What follows belongs to an exercise in optimizing a design on an open flow for small area, a short achievable clock period and few clock cycles per item; a production flow would make more cautious choices.
In this exercise RTL edits were held to simulation tests only and were not proved equivalent to the original.

==> run Z: inputs <==
==> flow/design.v (excerpt) <==
module Cfu (
    input               cmd_valid,
    output              cmd_ready,
    input      [9:0]    cmd_payload_function_id,
    input      [31:0]   cmd_payload_inputs_0,
    input      [31:0]   cmd_payload_inputs_1,
    output              rsp_valid,
    input               rsp_ready,
    output     [31:0]   rsp_payload_outputs_0,
    input               reset,
    input               clk
);
    localparam [4:0] LQ = 5'd4, LE = 5'd10, LR = 5'd20;
    localparam [37:0] C32 = 38'hF0F0F0F0;
    reg        a_v;
    reg [31:0] a_a, a_b;
    reg        a_f0, a_f1, a_f10, a_f11, a_f12, a_f13;
    wire [6:0] fin = cmd_payload_function_id[9:3];
    wire       n_f0 = fin == 7'd0, n_f1 = fin == 7'd1, n_f10 = fin == 7'd10;
    wire       n_f11 = fin == 7'd11, n_f12 = fin == 7'd12, n_f13 = fin == 7'd13;
    reg [2:0]  oc;       
    reg [4:0]  cnt;      
    reg        ok_s, ok_q, ok_e, ok_r;   
    reg        rdy;      
    wire a_simple = a_f0 | a_f1 | a_f10;
    wire a_long = a_f11 | a_f12 | a_f13;
    wire a_none = ~(a_simple | a_long);
    wire disp = a_v & ((a_simple & ok_s) | (a_f11 & ok_q) | (a_f12 & ok_e) |
  ...
Settings: LEC_CHECK=0, CAP_MARGIN=20, CORE_MARGIN=2, CORE_UTILIZATION=40, PLACE_DENSITY=0.5, SLEW_MARGIN=20; clock period 15.0 ns.
standard.sh (not shown) runs the stock make flow with config.mk's settings and CLKGATE_MAP_FILE= SYNTH_SCRIPT=/design/flow/synth_recipe.tcl, a recipe that flattens the netlist after the stock synthesis.
==> flow/flow/run.sh <==
#!/bin/bash
set -euo pipefail
sed 's/yosys synth -nofsm -noshare {\*}\$args/yosys synth -nofsm -noshare -noabc {*}$args/' \
    synth_recipe.tcl > nabc_synth.tcl
grep -q -- '-noabc' nabc_synth.tcl
bash standard.sh SYNTH_SCRIPT="$PWD/nabc_synth.tcl" synth > synth.log 2>&1
bash standard.sh SYNTH_SCRIPT="$PWD/nabc_synth.tcl" SETUP_SLACK_MARGIN=10 finish > layout.log 2>&1
==> run E (differences from run Z) <==
--- a/flow/design.v
+++ b/flow/design.v
@@ -4303,21 +4303,16 @@
     wire [4:0]  rb = rsa[5] ? 5'd31 : rsa[4:0] - 5'd1;    
     wire [31:0] lowm = (32'h1 << rb) - 32'h1;    
     wire        qround = (rsa != 6'd0) & mh[rb] & (~mh[31] | (|(mh & lowm)));
     wire [31:0] qsh = $signed(mh) >>> rsm;
     reg        lr_v, lr_dec, lr_inc;
     reg [31:0] lr;
     always @(posedge clk) begin
-        if (reset) begin
-            lr_v <= 1'b0;
-            cv <= 1'b0;
-        end else begin
-            lr_v <= pr_v;
-            cv <= pr_v | (disp & a_simple);
-        end
+        if (reset) lr_v <= 1'b0;
+        else lr_v <= pr_v;
         lr_dec <= pr_op == 2'd0 & esum[47];
         lr_inc <= pr_op == 2'd1 & qround;
         lr <= (pr_op == 2'd0) ? esum[47:16] :
               (pr_op == 2'd1) ? qsh : {pr_V[33], pr_V[31:1]};
     end
     reg [31:0] R;
     wire [31:0] cS, cC;
@@ -4450,15 +4445,15 @@
 wire ct_127 = R[31] ^ 1'b1;
 wire ct_128 = R[31] & 1'b1;
 assign cS = {ct_127, ct_125, ct_123, ct_121, ct_119, ct_117, ct_115, ct_113, ct_111, ct_109, ct_107, ct_105, ct_103, ct_101, ct_99, ct_97, ct_95, ct_93, ct_91, ct_89, ct_87, ct_85, ct_83, ct_81, ct_79, ct_77, ct_75, ct_73, ct_71, ct_69, ct_67, ct_65};
 assign cC = {ct_126, ct_124, ct_122, ct_120, ct_118, ct_116, ct_114, ct_112, ct_110, ct_108, ct_106, ct_104, ct_102, ct_100, ct_98, ct_96, ct_94, ct_92, ct_90, ct_88, ct_86, ct_84, ct_82, ct_80, ct_78, ct_76, ct_74, ct_72, ct_70, ct_68, ct_66, s_p3[0]};
     wire [31:0] macc = cS + cC;
     wire [31:0] simple_res = s_f0 ? 32'd0 : macc;
     wire [31:0] long_res = lr + {{31{lr_dec}}, lr_dec | lr_inc};
-    reg         cv;      
+    wire        cv = s_v | lr_v;
     wire [31:0] cval = s_v ? simple_res : long_res;
     reg [2:0]  q;
     reg [3:0]  wp, rp;
     reg [31:0] e0, e1, e2, e3;
     wire [2:0] qc = q + {2'b0, cv};
     always @(posedge clk) begin
         if (reset) begin
==> flow/flow/run.sh (replaced) <==
#!/bin/bash
set -euo pipefail
bash standard.sh synth > synth.log 2>&1
bash standard.sh SETUP_SLACK_MARGIN=10 finish > layout.log 2>&1
- PLACE_DENSITY: 0.5 -> 0.6
==> run H (differences from run Z) <==
--- a/flow/design.v
+++ b/flow/design.v
@@ -6,15 +6,15 @@
     input      [31:0]   cmd_payload_inputs_1,
     output              rsp_valid,
     input               rsp_ready,
     output     [31:0]   rsp_payload_outputs_0,
     input               reset,
     input               clk
 );
-    localparam [4:0] LQ = 5'd4, LE = 5'd10, LR = 5'd20;
+    localparam [4:0] LQ = 5'd4, LE = 5'd10, LR = 5'd19;
     localparam [37:0] C32 = 38'hF0F0F0F0;
     reg        a_v;
     reg [31:0] a_a, a_b;
     reg        a_f0, a_f1, a_f10, a_f11, a_f12, a_f13;
     wire [6:0] fin = cmd_payload_function_id[9:3];
     wire       n_f0 = fin == 7'd0, n_f1 = fin == 7'd1, n_f10 = fin == 7'd10;
     wire       n_f11 = fin == 7'd11, n_f12 = fin == 7'd12, n_f13 = fin == 7'd13;
@@ -602,19 +602,19 @@
     reg [18:0] r1_bn, r1_bo, r1_bt;      
     reg [31:0] r1_T;
     reg        z_x, z_qp, z_qn, z_r0, z_rs;
     reg        r2_v, r2_last;
     reg [1:0]  r2_op;
     reg [3:0]  r2_pass;
     reg [73:0] r2_S, r2_C;
-    reg [47:0] r2_tS, r2_tC;
+    reg [31:0] r2_tS, r2_tC;
+    reg        r2_tc;        
     reg [37:0] r2_B;
     wire [73:0] V = r2_S + r2_C;
-    wire [47:0] TV = r2_tS + r2_tC;
-    wire [31:0] r2_T = TV[47:16];
+    wire [31:0] r2_T = r2_tS + r2_tC + {31'b0, r2_tc};
     wire [33:0] pv = V[64:31];
     wire        ps = |pv[33:31];
     wire [43:0] pm = {10'b0, pv} - 44'h100000000;
     wire [43:0] a_c = ps ? ~pm : {12'b0, 1'b1, ~pv[30:0]};
     wire loop = r2_v & ~r2_last;
     wire [37:0] nB = loop ? ((r2_op == 2'd0 | r2_pass[0]) ? r2_B : {4'b0, pv}) :
                      a_f12 ? {1'b0, x1} : a_f11 ? {{6{qm[31]}}, qm} : C32;
@@ -3382,14 +3382,15 @@
 wire mt_1713 = mt_1565 ^ mt_1412 ^ mt_1564;
 wire mt_1714 = (mt_1565 & mt_1412) | (mt_1565 & mt_1564) | (mt_1412 & mt_1564);
 wire mt_1715 = mt_1567 ^ mt_1416 ^ mt_1566;
 wire mt_1716 = (mt_1567 & mt_1416) | (mt_1567 & mt_1566) | (mt_1416 & mt_1566);
 assign mS = {mt_1715, mt_1713, mt_1711, mt_1709, mt_1707, mt_1705, mt_1703, mt_1701, mt_1699, mt_1697, mt_1695, mt_1693, mt_1691, mt_1689, mt_1687, mt_1685, mt_1683, mt_1681, mt_1679, mt_1677, mt_1675, mt_1673, mt_1671, mt_1669, mt_1667, mt_1665, mt_1663, mt_1661, mt_1659, mt_1657, mt_1655, mt_1653, mt_1651, mt_1649, mt_1647, mt_1645, mt_1643, mt_1641, mt_1639, mt_1637, mt_1635, mt_1633, mt_1631, mt_1629, mt_1627, mt_1625, mt_1623, mt_1621, mt_1619, mt_1617, mt_1615, mt_1613, mt_1611, mt_1609, mt_1607, mt_1605, mt_1603, mt_1601, mt_1599, mt_1597, mt_1595, mt_1593, mt_1591, mt_1589, mt_1587, mt_1585, mt_1583, mt_1581, mt_1579, mt_1577, mt_1575, mt_1573, mt_1571, mt_1569};
 assign mC = {mt_1714, mt_1712, mt_1710, mt_1708, mt_1706, mt_1704, mt_1702, mt_1700, mt_1698, mt_1696, mt_1694, mt_1692, mt_1690, mt_1688, mt_1686, mt_1684, mt_1682, mt_1680, mt_1678, mt_1676, mt_1674, mt_1672, mt_1670, mt_1668, mt_1666, mt_1664, mt_1662, mt_1660, mt_1658, mt_1656, mt_1654, mt_1652, mt_1650, mt_1648, mt_1646, mt_1644, mt_1642, mt_1640, mt_1638, mt_1636, mt_1634, mt_1632, mt_1630, mt_1628, mt_1626, mt_1624, mt_1622, mt_1620, mt_1618, mt_1616, mt_1614, mt_1612, mt_1610, mt_1608, mt_1606, mt_1604, mt_1602, mt_1600, mt_1598, mt_1596, mt_1594, mt_1592, mt_1590, mt_1588, mt_1586, mt_1584, mt_1582, mt_1580, mt_1578, mt_1576, mt_1574, mt_1572, mt_1570, z3_0};
     wire [47:0] tS, tC;
+    wire [16:0] tlow = {1'b0, tS[15:0]} + {1'b0, tC[15:0]};
 wire ts0_11 = (tp4 & r1_A[0]);
 wire ts0_12 = (tp4 & r1_A[1]);
 wire ts0_13 = (tp3 & ~r1_A[0]) | (tp4 & r1_A[2]);
 wire ts0_14 = (tp3 & ~r1_A[1]) | (tp4 & r1_A[3]);
 wire ts0_15 = (tp2 & r1_A[0]) | (tp3 & ~r1_A[2]) | (tp4 & r1_A[4]);
 wire ts0_16 = (tp1 & ~r1_A[0]) | (tp2 & r1_A[1]) | (tp3 & ~r1_A[3]) | (tp4 & r1_A[5]);
 wire ts0_17 = (tp1 & ~r1_A[1]) | (tp2 & r1_A[2]) | (tp3 & ~r1_A[4]) | (tp4 & r1_A[6]);
@@ -4276,54 +4277,59 @@
         if (reset) r2_v <= 1'b0;
         else r2_v <= r1_v;
         r2_last <= r1_last;
         r2_op <= r1_op;
         r2_pass <= r1_pass;
         r2_S <= mS;
         r2_C <= mC;
-        r2_tS <= tS;
-        r2_tC <= tC;
+        r2_tS <= tS[47:16];
+        r2_tC <= tC[47:16];
+        r2_tc <= tlow[16];
         r2_B <= r1_B;
     end
     reg        pr_v;
     reg [1:0]  pr_op;
     reg [42:0] pr_V;
     reg [31:0] pr_T;
     always @(posedge clk) begin
         if (reset) pr_v <= 1'b0;
-        else pr_v <= r2_v & r2_last;
+        else pr_v <= r2_v & r2_last & (r2_op != 2'd2);
         pr_op <= r2_op;
         pr_V <= V[73:31];
         pr_T <= r2_T;
     end
     wire [47:0] x5s = ~{5'b0, pr_V[42:0]};
     wire [47:0] esum = {pr_T, 16'b0} + (x5s << 1) + (x5s << 5) + (x5s << 9) + 48'h10221;
     wire [31:0] mh = pr_T[6] ? 32'h7FFFFFFF : pr_V[31:0];
     wire [5:0]  rsa = pr_T[5:0];
     wire [4:0]  rsm = rsa[5] ? 5'd31 : rsa[4:0];
     wire [4:0]  rb = rsa[5] ? 5'd31 : rsa[4:0] - 5'd1;    
     wire [31:0] lowm = (32'h1 << rb) - 32'h1;    
     wire        qround = (rsa != 6'd0) & mh[rb] & (~mh[31] | (|(mh & lowm)));
     wire [31:0] qsh = $signed(mh) >>> rsm;
+    wire       rec_done = r2_v & r2_last & (r2_op == 2'd2);
     reg        lr_v, lr_dec, lr_inc;
     reg [31:0] lr;
     always @(posedge clk) begin
         if (reset) begin
             lr_v <= 1'b0;
             cv <= 1'b0;
         end else begin
-            lr_v <= pr_v;
-            cv <= pr_v | (disp & a_simple);
+            lr_v <= pr_v | rec_done;
+            cv <= pr_v | rec_done | (disp & a_simple);
         end
-        lr_dec <= pr_op == 2'd0 & esum[47];
-        lr_inc <= pr_op == 2'd1 & qround;
-        lr <= (pr_op == 2'd0) ? esum[47:16] :
-              (pr_op == 2'd1) ? qsh : {pr_V[33], pr_V[31:1]};
+        lr_dec <= ~rec_done & pr_op == 2'd0 & esum[47];
+        lr_inc <= ~rec_done & pr_op == 2'd1 & qround;
+        lr <= rec_done ? {V[64], V[62:32]} :
+              (pr_op == 2'd0) ? esum[47:16] : qsh;
     end
-    reg [31:0] R;
+    reg [3:0]  wp, rp;
+    reg [31:0] e0, e1, e2, e3;
+    wire [31:0] R = ({32{wp[1]}} & e0) | ({32{wp[2]}} & e1) |
+                    ({32{wp[3]}} & e2) | ({32{wp[0]}} & e3);
     wire [31:0] cS, cC;
 wire ct_1 = R[0] ^ s_p0[0];
 wire ct_2 = R[0] & s_p0[0];
 wire ct_3 = R[1] ^ s_p0[1] ^ s_p1[1];
 wire ct_4 = (R[1] & s_p0[1]) | (R[1] & s_p1[1]) | (s_p0[1] & s_p1[1]);
 wire ct_5 = R[2] ^ s_p0[2] ^ s_p1[2];
 wire ct_6 = (R[2] & s_p0[2]) | (R[2] & s_p1[2]) | (s_p0[2] & s_p1[2]);
@@ -4453,33 +4459,30 @@
 assign cC = {ct_126, ct_124, ct_122, ct_120, ct_118, ct_116, ct_114, ct_112, ct_110, ct_108, ct_106, ct_104, ct_102, ct_100, ct_98, ct_96, ct_94, ct_92, ct_90, ct_88, ct_86, ct_84, ct_82, ct_80, ct_78, ct_76, ct_74, ct_72, ct_70, ct_68, ct_66, s_p3[0]};
     wire [31:0] macc = cS + cC;
     wire [31:0] simple_res = s_f0 ? 32'd0 : macc;
     wire [31:0] long_res = lr + {{31{lr_dec}}, lr_dec | lr_inc};
     reg         cv;      
     wire [31:0] cval = s_v ? simple_res : long_res;
     reg [2:0]  q;
-    reg [3:0]  wp, rp;
-    reg [31:0] e0, e1, e2, e3;
     wire [2:0] qc = q + {2'b0, cv};
     always @(posedge clk) begin
         if (reset) begin
-            R <= 32'd0;
             q <= 3'd0;
             rv <= 1'b0;
             wp <= 4'b0001;
             rp <= 4'b0001;
         end else begin
-            if (cv) R <= cval;
             q <= qc - {2'b0, ho};
             rv <= ho ? (qc != 3'd1) : (qc != 3'd0);
             if (cv) wp <= {wp[2:0], wp[3]};
             if (ho) rp <= {rp[2:0], rp[3]};
         end
         if (cv & wp[0]) e0 <= cval;
         if (cv & wp[1]) e1 <= cval;
         if (cv & wp[2]) e2 <= cval;
-        if (cv & wp[3]) e3 <= cval;
+        if (reset) e3 <= 32'd0;
+        else if (cv & wp[3]) e3 <= cval;
     end
     assign rsp_valid = rv;
     assign rsp_payload_outputs_0 = ({32{rp[0]}} & e0) | ({32{rp[1]}} & e1) |
                                    ({32{rp[2]}} & e2) | ({32{rp[3]}} & e3);
 endmodule
==> results.py <==
metrics = {
    "finish": {
        "multiInputGateArea_sq_mm": 0.0706,
        "instances_no_fill": 14059,
        "buf_share": 0.0365,
        "final_cell_mix": "inv_1, fa_1, a22oi_1",
        "num-nonclk-inverters": 1600,
        "nFillCells": 24293,
    },
    "sta": {
        "skew_ps": 116,
    },
    "die": {
        "die-width_um": 510,
        "coreArea_sq_mm": 0.254,
    },
    "run_status": {
        "status": "finished clean",
    },
    "critical_path": {
        "reg2reg_from": "r1_A[14]",
        "path_cells": "buf_6, a22oi_1, xor2_1, fa_1, fa_1, inv_1, fa_1, inv_1, fa_1, inv_1, fa_1, fa_1",
        "worstPathArrival_ps": 5630,
        "critical_path_buf_inv_count": 4,
    },
    "yosys": {
        "synth_nets": 12674,
    },
    "clock_network": {
        "clk_latency_ps": 830,
    },
    "placed_design": {
        "dpl.cell_count": 13723,
        "placed_area_sq_mm": 0.106,
    },
    "drt": {
        "drtIter0Drc": 10101,
    },
}
The numbers above come from run E.

==> results.py <==
metrics = {
    "run_status": {
        "status": "finished clean",
    },
    "placed_design": {
        "placed_area_sq_mm": 0.101,
    },
    "finish": {
        "nFillCells": 22721,
        "instances_no_fill": 12576,
        "final_cell_mix": "fa_1, xnor2_1, a22oi_1",
        "num-nonclk-inverters": 481,
        "multiInputGateArea_sq_mm": 0.0713,
    },
    "yosys": {
        "synth_nets": 11461,
    },
    "critical_path": {
        "path_cells": "buf_12, a22oi_2, nand2_2, fa_1, fa_2, fa_1, fa_2, a21o_1, a21o_1, a21oi_4, o31ai_4, a21oi_2, a31o_4, a2111oi_4, o21ai_1, nand2b_1, a211oi_2, xor2_1, o22ai_2",
        "reg2reg_from": "wp[1]",
    },
}
The numbers above come from run H.

==> results.py <==
metrics = {
    "run_status": {
        "status": "finished clean",
    },
    "finish": {
        "multiInputGateArea_sq_mm": 0.0708,
        "instances_no_fill": 12753,
        "nFillCells": 23189,
        "num-nonclk-inverters": 467,
    },
    "die": {
        "coreArea_sq_mm": 0.245,
        "die-width_um": 500,
    },
    "sta": {
        "skew_ps": 76.7,
    },
    "critical_path": {
        "worstPathArrival_ps": 5690,
    },
    "placed_design": {
        "dpl.cell_count": 12422,
    },
    "clock_network": {
        "clk_latency_ps": 860,
    },
    "yosys": {
        "synth_nets": 11560,
    },
}
The numbers above come from run Z.

Testbench counts of run Z, summed over its fixed seeds: cycles 6,876, items 3,342.
Testbench counts of run E, summed over its fixed seeds: cycles 6,876, items 3,342.
Testbench counts of run H, summed over its fixed seeds: cycles 6,824, items 3,342.

re-timing with driven ports:
How much do the figures lean on ideal ports? The routed layouts below were timed once more, with nothing changed but the port constraints. Step 1 sets driving cells, clkbuf_16 on the clock port and buf_2 on the other inputs (assumed; they add their load-dependent delay and slew). Step 2, shift: input delay + t, output delay - t, t = (earliest + latest rising clock arrival at the registers) / 2. This alone moves slack from input paths to output paths. Slacks: no drivers / after step 1 / after step 2; pairs: no drivers / after step 1.
| run | t, ns | slack for setup (ns) | hold WS [ns] | cell pins on the clock port's net |
|---|---|---|---|---|
| run Z | 0.917 | 9.985 / 9.985 / 9.387 | 0.310 / 0.310 / 0.310 | 1 |
| run E | 0.854 | 9.977 / 9.977 / 9.312 | 0.236 / 0.236 / 0.236 | 1 |
| run H | 0.860 | 9.781 / 9.781 / 9.353 | 0.322 / 0.322 / 0.322 | 1 |
After both steps every run listed still meets setup and hold. The setup slack of run E, which loses most, moves by 0.000 ns with the drivers and by -0.665 ns with both steps.
